Source: an optimization exercise on an open RTL-to-GDS flow (aim: small area, a short achievable clock period and few clock cycles). Production flows keep margins and buffers that such runs may drop. Only simulation tests tie the RTL to the original design; equivalence was not proved.

==> inputs of run a <==
==> flow/design.v <==
module MIPS(
    clk,
    rst_n,
    in_valid,
    instruction,
    output_reg,
    out_valid,
    out_1,
    out_2,
    out_3,
    out_4,
    instruction_fail
);
input clk;
input rst_n;
input in_valid;
input [31:0] instruction;
input [19:0] output_reg;
output logic out_valid, instruction_fail;
output logic [15:0] out_1, out_2, out_3, out_4;
function automatic [5:0] dec(input [4:0] c);
    dec[0] = (c == 5'b10001);
    dec[1] = (c == 5'b10010);
    dec[2] = (c == 5'b01000);
    dec[3] = (c == 5'b10111);
    dec[4] = (c == 5'b11111);
    dec[5] = (c == 5'b10000);
endfunction
function automatic [15:0] strip(input [15:0] x);
    logic [15:0] y;
    y = x;
    if (y[7:0] == 8'd0) y = y >> 8;
    if (y[3:0] == 4'd0) y = y >> 4;
    if (y[1:0] == 2'd0) y = y >> 2;
    if (y[0] == 1'b0)   y = y >> 1;
    strip = y;
endfunction
function automatic [3:0] ctz(input [15:0] x);
    logic [15:0] y;
    y = x;
    ctz[3] = (y[7:0] == 8'd0); if (ctz[3]) y = y >> 8;
    ctz[2] = (y[3:0] == 4'd0); if (ctz[2]) y = y >> 4;
    ctz[1] = (y[1:0] == 2'd0); if (ctz[1]) y = y >> 2;
    ctz[0] = (y[0] == 1'b0);
endfunction
function automatic onehot16(input [15:0] x);
    logic any, multi;
    any = 1'b0;
    multi = 1'b0;
    for (int i = 0; i < 16; i++) begin
        multi = multi | (any & x[i]);
        any = any | x[i];
    end
    onehot16 = any && !multi;
endfunction
function automatic [15:0] sstrip(input [15:0] x, input neg);
    logic [16:0] y;
    y = {neg, x};
    if (y[7:0] == 8'd0) y = {{8{neg}}, y[16:8]};
    if (y[3:0] == 4'd0) y = {{4{neg}}, y[16:4]};
    if (y[1:0] == 2'd0) y = {{2{neg}}, y[16:2]};
    if (y[0] == 1'b0)   y = {neg, y[16:1]};
    sstrip = {y[15:1] ^ {15{neg}}, y[0]};
endfunction
function automatic [15:0] rev(input [15:0] x);
    for (int i = 0; i < 16; i++) rev[i] = x[15 - i];
endfunction
logic [15:0] R [0:5];
logic [15:0] A, B;
logic        Bneg;
logic [3:0]  sh;
logic op_add, op_and, op_or, op_nor, op_shl, op_shr, op_one;
logic busy;
logic [5:0] dest;
logic [3:0] hit;
logic [5:0] osel [0:3];
logic [5:0]  rs1h, rt1h, rd1h, wdest;
logic        rtype, addi, f_add, f_and, f_or, f_nor, f_shl, f_shr, f_gcd, is_gcd;
logic        fail, za, zb;
logic [15:0] ra, rb;
logic [5:0]  zf;
assign rs1h  = dec(instruction[25:21]);
assign rt1h  = dec(instruction[20:16]);
assign rd1h  = dec(instruction[15:11]);
assign rtype = (instruction[31:26] == 6'b000000);
assign addi  = (instruction[31:26] == 6'b001000);
assign f_add = (instruction[6:0] == 7'b0100000);
assign f_and = (instruction[6:0] == 7'b0100100);
assign f_or  = (instruction[6:0] == 7'b0100101);
assign f_nor = (instruction[6:0] == 7'b0100111);
assign f_shl = (instruction[6:0] == 7'b0000000);
assign f_shr = (instruction[6:0] == 7'b0000010);
assign f_gcd = (instruction[6:0] == 7'b1111000);
assign is_gcd = rtype && f_gcd;
assign wdest = rtype ? rd1h : rt1h;
always_comb begin
    ra = 16'd0;
    rb = 16'd0;
    for (int j = 0; j < 6; j++) begin
        zf[j] = (R[j] == 16'd0);
        ra = ra | ({16{rs1h[j]}} & R[j]);
        rb = rb | ({16{rt1h[j]}} & R[j]);
    end
end
assign za = |(rs1h & zf);
assign zb = |(rt1h & zf);
assign fail = !(rtype || addi) || !(|rs1h) || !(|rt1h) ||
              (rtype && (!(|rd1h) ||
                         !(f_add || f_and || f_or || f_nor || f_shl || f_shr || f_gcd))) ||
              (is_gcd && (za || zb));
logic        pa, pb, eqab, p2, gterm;
assign pa = onehot16(ra);
assign pb = onehot16(rb);
assign p2 = pa || pb;
assign eqab = (ra == rb);
assign gterm = eqab || p2;
logic [15:0] us1, vs1, vs2, u1, u2;
logic [16:0] d1, d2;
logic        t1, t2;
assign us1 = strip(A);
assign vs1 = sstrip(B, Bneg);
assign d1  = {1'b0, us1} - {1'b0, vs1};
assign u1  = d1[16] ? us1 : vs1;
assign t1  = (d1 == 17'd0) || (vs1 == 16'd1);
assign vs2 = sstrip(d1[15:0], d1[16]);
assign d2  = {1'b0, u1} - {1'b0, vs2};
assign u2  = d2[16] ? u1 : vs2;
assign t2  = (d2 == 17'd0) || (vs2 == 16'd1);
logic [15:0] res, shl;
assign shl = B << sh;
always_comb begin
    res = ({16{op_add}} & (A + B))
        | ({16{op_and}} & (A & B))
        | ({16{op_or}}  & (A | B))
        | ({16{op_nor}} & ~(A | B))
        | ({16{op_shl}} & shl)
        | ({16{op_shr}} & rev(shl))
        | ({16{op_one}} & (16'd1 << sh));
end
always_ff @(posedge clk or negedge rst_n) begin
    if (!rst_n) begin
        out_valid <= 1'b0;
        busy <= 1'b0;
    end else if (in_valid) begin
        out_valid <= !(is_gcd && !fail && !gterm);
        busy <= is_gcd && !fail && !gterm;
    end else if (busy) begin
        out_valid <= t1 || t2;
        busy <= !(t1 || t2);
    end else begin
        out_valid <= 1'b0;
    end
end
always_ff @(posedge clk) begin
    if (in_valid) begin
        A <= ra;
        if (addi) B <= instruction[15:0];
        else if (rtype && f_shr) B <= rev(rb);
        else B <= rb;
        Bneg <= 1'b0;
        if (!is_gcd) sh <= instruction[10:7];
        else if (eqab && !p2) sh <= 4'd0;
        else sh <= ctz(ra | rb);
        op_add <= addi || f_add;
        op_and <= !addi && f_and;
        op_or  <= !addi && f_or;
        op_nor <= !addi && f_nor;
        op_shl <= !addi && (f_shl || (f_gcd && !p2));
        op_one <= !addi && f_gcd && p2;
        op_shr <= !addi && f_shr;
        instruction_fail <= fail;
        dest <= fail ? 6'd0 : wdest;
        hit[0] <= !fail && |(dec(output_reg[4:0])   & wdest);
        hit[1] <= !fail && |(dec(output_reg[9:5])   & wdest);
        hit[2] <= !fail && |(dec(output_reg[14:10]) & wdest);
        hit[3] <= !fail && |(dec(output_reg[19:15]) & wdest);
        osel[0] <= fail ? 6'd0 : dec(output_reg[4:0])   & ~wdest;
        osel[1] <= fail ? 6'd0 : dec(output_reg[9:5])   & ~wdest;
        osel[2] <= fail ? 6'd0 : dec(output_reg[14:10]) & ~wdest;
        osel[3] <= fail ? 6'd0 : dec(output_reg[19:15]) & ~wdest;
    end else if (busy) begin
        A <= u2;
        if (t1) B <= u1;
        else if (t2) B <= u2;
        else B <= d2[15:0];
        Bneg <= d2[16];
    end
end
always_ff @(posedge clk or negedge rst_n) begin
    if (!rst_n) begin
        for (int j = 0; j < 6; j++) R[j] <= 16'd0;
    end else begin
        for (int j = 0; j < 6; j++)
            if (out_valid && dest[j]) R[j] <= res;
    end
end
logic [15:0] o [0:3];
always_comb begin
    for (int k = 0; k < 4; k++) begin
        o[k] = {16{hit[k]}} & res;
        for (int j = 0; j < 6; j++)
            o[k] = o[k] | ({16{osel[k][j]}} & R[j]);
    end
end
assign out_1 = o[0];
assign out_2 = o[1];
assign out_3 = o[2];
assign out_4 = o[3];
endmodule
==> flow/run.sh <==
#!/bin/bash
# synth_recipe.tcl (not shown) runs the flow's synth.tcl, then flattens the netlist and writes it again
# the make line also repeats each setting of config.mk as NAME=value (left out here)
make -C /OpenROAD-flow-scripts/flow DESIGN_CONFIG=/design/flow/config.mk WORK_HOME=/design/flow/orfs CLKGATE_MAP_FILE= SYNTH_SCRIPT=/design/flow/synth_recipe.tcl finish
==> flow/config.mk <==
export PLATFORM = sky130hd
export DESIGN_NAME = MIPS
export DESIGN_NICKNAME = MIPS
export VERILOG_FILES = /design/flow/design.v
export SDC_FILE = /design/flow/constraint.sdc
export NUM_CORES = 4
export LEC_CHECK = 0
export ABC_AREA = 1
export CAP_MARGIN = 20
export CORE_MARGIN = 2
export CORE_UTILIZATION = 30
export PLACE_DENSITY = 0.45
export SLEW_MARGIN = 20
==> flow/constraint.sdc <==
create_clock -name core_clock -period 32.0 [get_ports {clk}]
set_input_delay 6.4000 -clock core_clock [delete_from_list [all_inputs] [get_ports {clk}]]
set_output_delay 6.4000 -clock core_clock [all_outputs]
set_load 0.01 [all_outputs]
==> run b: changes against run a <==
==> flow/design.v, changed modules only <==
module MIPS(
    clk,
    rst_n,
    in_valid,
    instruction,
    output_reg,
    out_valid,
    out_1,
    out_2,
    out_3,
    out_4,
    instruction_fail
);
input clk;
input rst_n;
input in_valid;
input [31:0] instruction;
input [19:0] output_reg;
output logic out_valid, instruction_fail;
output logic [15:0] out_1, out_2, out_3, out_4;
function automatic [5:0] dec(input [4:0] c);
    dec[0] = (c == 5'b10001);
    dec[1] = (c == 5'b10010);
    dec[2] = (c == 5'b01000);
    dec[3] = (c == 5'b10111);
    dec[4] = (c == 5'b11111);
    dec[5] = (c == 5'b10000);
endfunction
function automatic [15:0] strip(input [15:0] x);
    logic [15:0] y;
    y = x;
    if (y[7:0] == 8'd0) y = y >> 8;
    if (y[3:0] == 4'd0) y = y >> 4;
    if (y[1:0] == 2'd0) y = y >> 2;
    if (y[0] == 1'b0)   y = y >> 1;
    strip = y;
endfunction
function automatic [15:0] sstrip(input [15:0] x, input neg);
    logic [16:0] y;
    y = {neg, x};
    if (y[7:0] == 8'd0) y = {{8{neg}}, y[16:8]};
    if (y[3:0] == 4'd0) y = {{4{neg}}, y[16:4]};
    if (y[1:0] == 2'd0) y = {{2{neg}}, y[16:2]};
    if (y[0] == 1'b0)   y = {neg, y[16:1]};
    sstrip = {y[15:1] ^ {15{neg}}, y[0]};
endfunction
function automatic [3:0] ctz(input [15:0] x);
    logic [15:0] y;
    y = x;
    ctz[3] = (y[7:0] == 8'd0); if (ctz[3]) y = y >> 8;
    ctz[2] = (y[3:0] == 4'd0); if (ctz[2]) y = y >> 4;
    ctz[1] = (y[1:0] == 2'd0); if (ctz[1]) y = y >> 2;
    ctz[0] = (y[0] == 1'b0);
endfunction
function automatic [15:0] lowbit(input [15:0] x);
    logic seen;
    seen = 1'b0;
    for (int i = 0; i < 16; i++) begin
        lowbit[i] = x[i] && !seen;
        seen = seen || x[i];
    end
endfunction
function automatic onehot16(input [15:0] x);
    logic any, multi;
    any = 1'b0;
    multi = 1'b0;
    for (int i = 0; i < 16; i++) begin
        multi = multi | (any & x[i]);
        any = any | x[i];
    end
    onehot16 = any && !multi;
endfunction
function automatic [2:0] idx(input [5:0] h);
    idx = 3'd7;
    for (int j = 0; j < 6; j++)
        if (h[j]) idx = j[2:0];
endfunction
function automatic [15:0] rev(input [15:0] x);
    for (int i = 0; i < 16; i++) rev[i] = x[15 - i];
endfunction
logic [15:0] R [0:5];
logic [15:0] A, B;
logic        Bneg;
logic [3:0]  sh;
logic op_add, op_and, op_or, op_nor, op_shl, op_shr, op_one;
logic busy, first;
logic [5:0] dest;
logic [3:0] hit;
logic [2:0] osel [0:3];
logic [5:0]  rs1h, rt1h, rd1h, wdest;
logic        rtype, addi, f_add, f_and, f_or, f_nor, f_shl, f_shr, f_gcd, is_gcd;
logic        fail, za, zb, pa, pb, same, gdone;
logic [15:0] ra, rb;
logic [5:0]  zf, pf;
assign rs1h  = dec(instruction[25:21]);
assign rt1h  = dec(instruction[20:16]);
assign rd1h  = dec(instruction[15:11]);
assign rtype = (instruction[31:26] == 6'b000000);
assign addi  = (instruction[31:26] == 6'b001000);
assign f_add = (instruction[6:0] == 7'b0100000);
assign f_and = (instruction[6:0] == 7'b0100100);
assign f_or  = (instruction[6:0] == 7'b0100101);
assign f_nor = (instruction[6:0] == 7'b0100111);
assign f_shl = (instruction[6:0] == 7'b0000000);
assign f_shr = (instruction[6:0] == 7'b0000010);
assign f_gcd = (instruction[6:0] == 7'b1111000);
assign is_gcd = rtype && f_gcd;
assign wdest = rtype ? rd1h : rt1h;
always_comb begin
    ra = 16'd0;
    rb = 16'd0;
    for (int j = 0; j < 6; j++) begin
        zf[j] = (R[j] == 16'd0);
        pf[j] = onehot16(R[j]);
        ra = ra | ({16{rs1h[j]}} & R[j]);
        rb = rb | ({16{rt1h[j]}} & R[j]);
    end
end
assign za = |(rs1h & zf);
assign zb = |(rt1h & zf);
assign pa = |(rs1h & pf);
assign pb = |(rt1h & pf);
assign same = (instruction[25:21] == instruction[20:16]);
assign fail = !(rtype || addi) || !(|rs1h) || !(|rt1h) ||
              (rtype && (!(|rd1h) ||
                         !(f_add || f_and || f_or || f_nor || f_shl || f_shr || f_gcd))) ||
              (is_gcd && (za || zb));
assign gdone = same || pa || pb;
logic [15:0] u1, u2;
logic [16:0] d2;
logic        t1, t2;
MIPS_gcd_step gcd_step (.A(A), .B(B), .Bneg(Bneg), .u1(u1), .u2(u2), .d2(d2), .t1(t1), .t2(t2));
logic [15:0] res;
MIPS_alu_out alu_out (
    .A(A), .B(B), .sh(sh),
    .op_add(op_add), .op_and(op_and), .op_or(op_or), .op_nor(op_nor),
    .op_shl(op_shl), .op_shr(op_shr), .op_one(op_one),
    .hit(hit), .osel0(osel[0]), .osel1(osel[1]), .osel2(osel[2]), .osel3(osel[3]),
    .R0(R[0]), .R1(R[1]), .R2(R[2]), .R3(R[3]), .R4(R[4]), .R5(R[5]),
    .res(res), .out_1(out_1), .out_2(out_2), .out_3(out_3), .out_4(out_4));
always_ff @(posedge clk or negedge rst_n) begin
    if (!rst_n) begin
        out_valid <= 1'b0;
        busy <= 1'b0;
    end else if (in_valid) begin
        out_valid <= !(is_gcd && !fail && !gdone);
        busy <= is_gcd && !fail && !gdone;
    end else if (busy) begin
        out_valid <= t1 || t2;
        busy <= !(t1 || t2);
    end else begin
        out_valid <= 1'b0;
    end
end
always_ff @(posedge clk) begin
    if (busy) begin
        A <= t1 ? u1 : u2;
        B <= d2[15:0];
        Bneg <= d2[16];
    end else begin
        if (rtype && f_shl) A <= rb;
        else if (rtype && f_shr) A <= rev(rb);
        else A <= ra;
        B <= addi ? instruction[15:0] : rb;
        Bneg <= 1'b0;
    end
end
always_ff @(posedge clk) begin
    first <= in_valid;
    if (busy) begin
        if (first) sh <= ctz(A | B);
    end else begin
        sh <= instruction[10:7];
    end
end
always_ff @(posedge clk) begin
    if (!busy) begin
        op_add <= addi || f_add;
        op_and <= !addi && f_and;
        op_or  <= !addi && (f_or || (f_gcd && same));
        op_nor <= !addi && f_nor;
        op_shl <= !addi && (f_shl || (f_gcd && !gdone));
        op_shr <= !addi && f_shr;
        op_one <= !addi && f_gcd && !same && (pa || pb);
        instruction_fail <= fail;
        dest <= fail ? 6'd0 : wdest;
        hit[0] <= !fail && |(dec(output_reg[4:0])   & wdest);
        hit[1] <= !fail && |(dec(output_reg[9:5])   & wdest);
        hit[2] <= !fail && |(dec(output_reg[14:10]) & wdest);
        hit[3] <= !fail && |(dec(output_reg[19:15]) & wdest);
        osel[0] <= fail ? 3'd7 : idx(dec(output_reg[4:0]) & ~wdest);
        osel[1] <= fail ? 3'd7 : idx(dec(output_reg[9:5]) & ~wdest);
        osel[2] <= fail ? 3'd7 : idx(dec(output_reg[14:10]) & ~wdest);
        osel[3] <= fail ? 3'd7 : idx(dec(output_reg[19:15]) & ~wdest);
    end
end
always_ff @(posedge clk or negedge rst_n) begin
    if (!rst_n) begin
        for (int j = 0; j < 6; j++) R[j] <= 16'd0;
    end else begin
        for (int j = 0; j < 6; j++)
            if (out_valid && dest[j]) R[j] <= res;
    end
end
endmodule
module MIPS_gcd_step (
    input  logic [15:0] A,
    input  logic [15:0] B,
    input  logic        Bneg,
    output logic [15:0] u1,
    output logic [15:0] u2,
    output logic [16:0] d2,
    output logic        t1,
    output logic        t2
);
function automatic [5:0] dec(input [4:0] c);
    dec[0] = (c == 5'b10001);
    dec[1] = (c == 5'b10010);
    dec[2] = (c == 5'b01000);
    dec[3] = (c == 5'b10111);
    dec[4] = (c == 5'b11111);
    dec[5] = (c == 5'b10000);
endfunction
function automatic [15:0] strip(input [15:0] x);
    logic [15:0] y;
    y = x;
    if (y[7:0] == 8'd0) y = y >> 8;
    if (y[3:0] == 4'd0) y = y >> 4;
    if (y[1:0] == 2'd0) y = y >> 2;
    if (y[0] == 1'b0)   y = y >> 1;
    strip = y;
endfunction
function automatic [15:0] sstrip(input [15:0] x, input neg);
    logic [16:0] y;
    y = {neg, x};
    if (y[7:0] == 8'd0) y = {{8{neg}}, y[16:8]};
    if (y[3:0] == 4'd0) y = {{4{neg}}, y[16:4]};
    if (y[1:0] == 2'd0) y = {{2{neg}}, y[16:2]};
    if (y[0] == 1'b0)   y = {neg, y[16:1]};
    sstrip = {y[15:1] ^ {15{neg}}, y[0]};
endfunction
function automatic [3:0] ctz(input [15:0] x);
    logic [15:0] y;
    y = x;
    ctz[3] = (y[7:0] == 8'd0); if (ctz[3]) y = y >> 8;
    ctz[2] = (y[3:0] == 4'd0); if (ctz[2]) y = y >> 4;
    ctz[1] = (y[1:0] == 2'd0); if (ctz[1]) y = y >> 2;
    ctz[0] = (y[0] == 1'b0);
endfunction
function automatic [15:0] lowbit(input [15:0] x);
    logic seen;
    seen = 1'b0;
    for (int i = 0; i < 16; i++) begin
        lowbit[i] = x[i] && !seen;
        seen = seen || x[i];
    end
endfunction
function automatic onehot16(input [15:0] x);
    logic any, multi;
    any = 1'b0;
    multi = 1'b0;
    for (int i = 0; i < 16; i++) begin
        multi = multi | (any & x[i]);
        any = any | x[i];
    end
    onehot16 = any && !multi;
endfunction
function automatic [2:0] idx(input [5:0] h);
    idx = 3'd7;
    for (int j = 0; j < 6; j++)
        if (h[j]) idx = j[2:0];
endfunction
function automatic [15:0] rev(input [15:0] x);
    for (int i = 0; i < 16; i++) rev[i] = x[15 - i];
endfunction
logic [15:0] us1, vs1, vs2;
logic [16:0] d1;
assign us1 = strip(A);
assign vs1 = sstrip(B, Bneg);
assign d1  = {1'b0, us1} - {1'b0, vs1};
assign u1  = d1[16] ? us1 : vs1;
assign t1  = (d1 == 17'd0) || (vs1 == 16'd1);
assign vs2 = sstrip(d1[15:0], d1[16]);
assign d2  = {1'b0, u1} - {1'b0, vs2};
assign u2  = d2[16] ? u1 : vs2;
assign t2  = (d2 == 17'd0) || (vs2 == 16'd1);
endmodule
module MIPS_alu_out (
    input  logic [15:0] A,
    input  logic [15:0] B,
    input  logic [3:0]  sh,
    input  logic        op_add, op_and, op_or, op_nor, op_shl, op_shr, op_one,
    input  logic [3:0]  hit,
    input  logic [2:0]  osel0, osel1, osel2, osel3,
    input  logic [15:0] R0, R1, R2, R3, R4, R5,
    output logic [15:0] res,
    output logic [15:0] out_1, out_2, out_3, out_4
);
function automatic [5:0] dec(input [4:0] c);
    dec[0] = (c == 5'b10001);
    dec[1] = (c == 5'b10010);
    dec[2] = (c == 5'b01000);
    dec[3] = (c == 5'b10111);
    dec[4] = (c == 5'b11111);
    dec[5] = (c == 5'b10000);
endfunction
function automatic [15:0] strip(input [15:0] x);
    logic [15:0] y;
    y = x;
    if (y[7:0] == 8'd0) y = y >> 8;
    if (y[3:0] == 4'd0) y = y >> 4;
    if (y[1:0] == 2'd0) y = y >> 2;
    if (y[0] == 1'b0)   y = y >> 1;
    strip = y;
endfunction
function automatic [15:0] sstrip(input [15:0] x, input neg);
    logic [16:0] y;
    y = {neg, x};
    if (y[7:0] == 8'd0) y = {{8{neg}}, y[16:8]};
    if (y[3:0] == 4'd0) y = {{4{neg}}, y[16:4]};
    if (y[1:0] == 2'd0) y = {{2{neg}}, y[16:2]};
    if (y[0] == 1'b0)   y = {neg, y[16:1]};
    sstrip = {y[15:1] ^ {15{neg}}, y[0]};
endfunction
function automatic [3:0] ctz(input [15:0] x);
    logic [15:0] y;
    y = x;
    ctz[3] = (y[7:0] == 8'd0); if (ctz[3]) y = y >> 8;
    ctz[2] = (y[3:0] == 4'd0); if (ctz[2]) y = y >> 4;
    ctz[1] = (y[1:0] == 2'd0); if (ctz[1]) y = y >> 2;
    ctz[0] = (y[0] == 1'b0);
endfunction
function automatic [15:0] lowbit(input [15:0] x);
    logic seen;
    seen = 1'b0;
    for (int i = 0; i < 16; i++) begin
        lowbit[i] = x[i] && !seen;
        seen = seen || x[i];
    end
endfunction
function automatic onehot16(input [15:0] x);
    logic any, multi;
    any = 1'b0;
    multi = 1'b0;
    for (int i = 0; i < 16; i++) begin
        multi = multi | (any & x[i]);
        any = any | x[i];
    end
    onehot16 = any && !multi;
endfunction
function automatic [2:0] idx(input [5:0] h);
    idx = 3'd7;
    for (int j = 0; j < 6; j++)
        if (h[j]) idx = j[2:0];
endfunction
function automatic [15:0] rev(input [15:0] x);
    for (int i = 0; i < 16; i++) rev[i] = x[15 - i];
endfunction
logic [15:0] shl;
assign shl = A << sh;
always_comb begin
    res = ({16{op_add}} & (A + B))
        | ({16{op_and}} & (A & B))
        | ({16{op_or}}  & (A | B))
        | ({16{op_nor}} & ~(A | B))
        | ({16{op_shl}} & shl)
        | ({16{op_shr}} & rev(shl))
        | ({16{op_one}} & lowbit(A | B));
end
logic [15:0] R [0:5];
logic [2:0]  osel [0:3];
assign R[0] = R0; assign R[1] = R1; assign R[2] = R2;
assign R[3] = R3; assign R[4] = R4; assign R[5] = R5;
assign osel[0] = osel0; assign osel[1] = osel1; assign osel[2] = osel2; assign osel[3] = osel3;
logic [15:0] o [0:3];
always_comb begin
    for (int k = 0; k < 4; k++) begin
        o[k] = {16{hit[k]}} & res;
        for (int j = 0; j < 6; j++)
            o[k] = o[k] | ({16{osel[k] == j}} & R[j]);
    end
end
assign out_1 = o[0];
assign out_2 = o[1];
assign out_3 = o[2];
assign out_4 = o[3];
endmodule
==> flow/flow/run.sh (new file) <==
#!/bin/bash
# The standard layout (standard.sh: ORFS steps from synthesis to the
# final layout) with three changes:
#  - synthesis is synth_recipe.tcl unchanged, except that ABC maps each
#    module with its own script: the GCD step module (MIPS_gcd_step) with
#    flow/abc_gcd.script (area-oriented mapping under a delay target), the
#    top module (MIPS) with flow/abc_top.script (area-only mapping), and the
#    ALU/output module with ORFS's own abc_area.script (a copy in flow/);
#    registers are untouched by ABC;
#  - port buffers are sky130_fd_sc_hd__buf_2 (instead of the slow delay
#    buffer buffer_ports picks by default);
#  - timing repair aims 22.8 ns above the 32 ns target's zero slack, so that
#    it also shortens the slowest paths.
set -euo pipefail
here=$(pwd)
cat > "$here/flow_synth.tcl" <<TCL
proc abc {args} {
  set i [lsearch -exact \$args -script]
  if {\$i >= 0} { set args [lreplace \$args \$i [expr {\$i + 1}]] }
  yosys abc -script $here/flow/abc_gcd.script {*}\$args MIPS_gcd_step
  yosys abc -script $here/flow/abc_area.script {*}\$args MIPS_alu_out
  yosys abc -script $here/flow/abc_top.script {*}\$args MIPS
}
source $here/synth_recipe.tcl
TCL
sed "s#SYNTH_SCRIPT=[^ ]*#SYNTH_SCRIPT=$here/flow_synth.tcl#" standard.sh > flow_standard.sh
grep -q "SYNTH_SCRIPT=$here/flow_synth.tcl" flow_standard.sh
export BUFFER_PORTS_ARGS="-buffer_cell sky130_fd_sc_hd__buf_2"
export SETUP_SLACK_MARGIN=22.8
bash flow_standard.sh > standard.log 2>&1
==> flow/flow/abc_area.script (new file) <==
strash
dch
map -B 0.9
topo
stime -c
buffer -c
upsize -c
dnsize -c
==> flow/flow/abc_gcd.script (new file) <==
strash
dch
map -D 6000
topo
stime -c
buffer -c
upsize -c
dnsize -c
==> flow/flow/abc_top.script (new file) <==
strash
dch
map -a
topo
stime -c
buffer -c
upsize -c
dnsize -c
==> flow/standard.sh (new file) <==
#!/bin/bash
# synth_recipe.tcl (not shown) runs the flow's synth.tcl, then flattens the netlist and writes it again
# the make line also repeats each setting of config.mk as NAME=value (left out here)
make -C /OpenROAD-flow-scripts/flow DESIGN_CONFIG=/design/flow/config.mk WORK_HOME=/design/flow/orfs CLKGATE_MAP_FILE= SYNTH_SCRIPT=/design/flow/synth_recipe.tcl "${@:-finish}"
--- a/flow/config.mk
+++ b/flow/config.mk
@@ -11,3 +11,4 @@
 export CORE_UTILIZATION = 30
 export PLACE_DENSITY = 0.45
 export SLEW_MARGIN = 20
+export SYNTH_HIERARCHICAL = 1
removed: flow/run.sh
==> notes <==
- Run a completed with no timing, DRC or antenna violations. Run b completed with no timing, DRC or antenna violations.
- Core utilization: run a is lower than run b (0.19 points).
- Of run a and run b, run a has the higher clock skew (gap 0.0087 ns).
- Between run a and run b, the lower global-route usage is in run a (gap 0.091 points).
Testbench counts of run a, summed over its fixed seeds: cycles 6,181.
Testbench counts of run b, summed over its fixed seeds: cycles 6,193.

## what the ideal ports hide
The flow's constraints put no driver on any port. The routed layouts listed below were extracted and timed again, unchanged, in two steps.
Step 1 assumes that a clkbuf_16 drives the clock port and a buf_2 every other input.
Step 2 moves the port delays by t, midway between the first and last clock arrival at a register: inputs arrive t later, outputs are due t later. That takes back most of the time a late clock gives input paths.
a / b / c = ideal / step 1 / step 2; a / b = the first two.
| run | t (ns) | setup slack, ns | hold WS [ns] | worst data-port slew with drivers (ns) |
|---|---|---|---|---|
| run a | 0.559 | 20.011 / 19.950 / 20.446 | 0.550 / 0.550 / 0.550 | 0.14 |
| run b | 0.530 | 22.837 / 22.774 / 22.513 | 0.517 / 0.517 / 0.517 | 0.08 |
After both steps every run listed still meets setup and hold. For run b, which loses most, drivers alone change the setup slack by -0.063 ns; drivers and shift together by -0.324 ns.
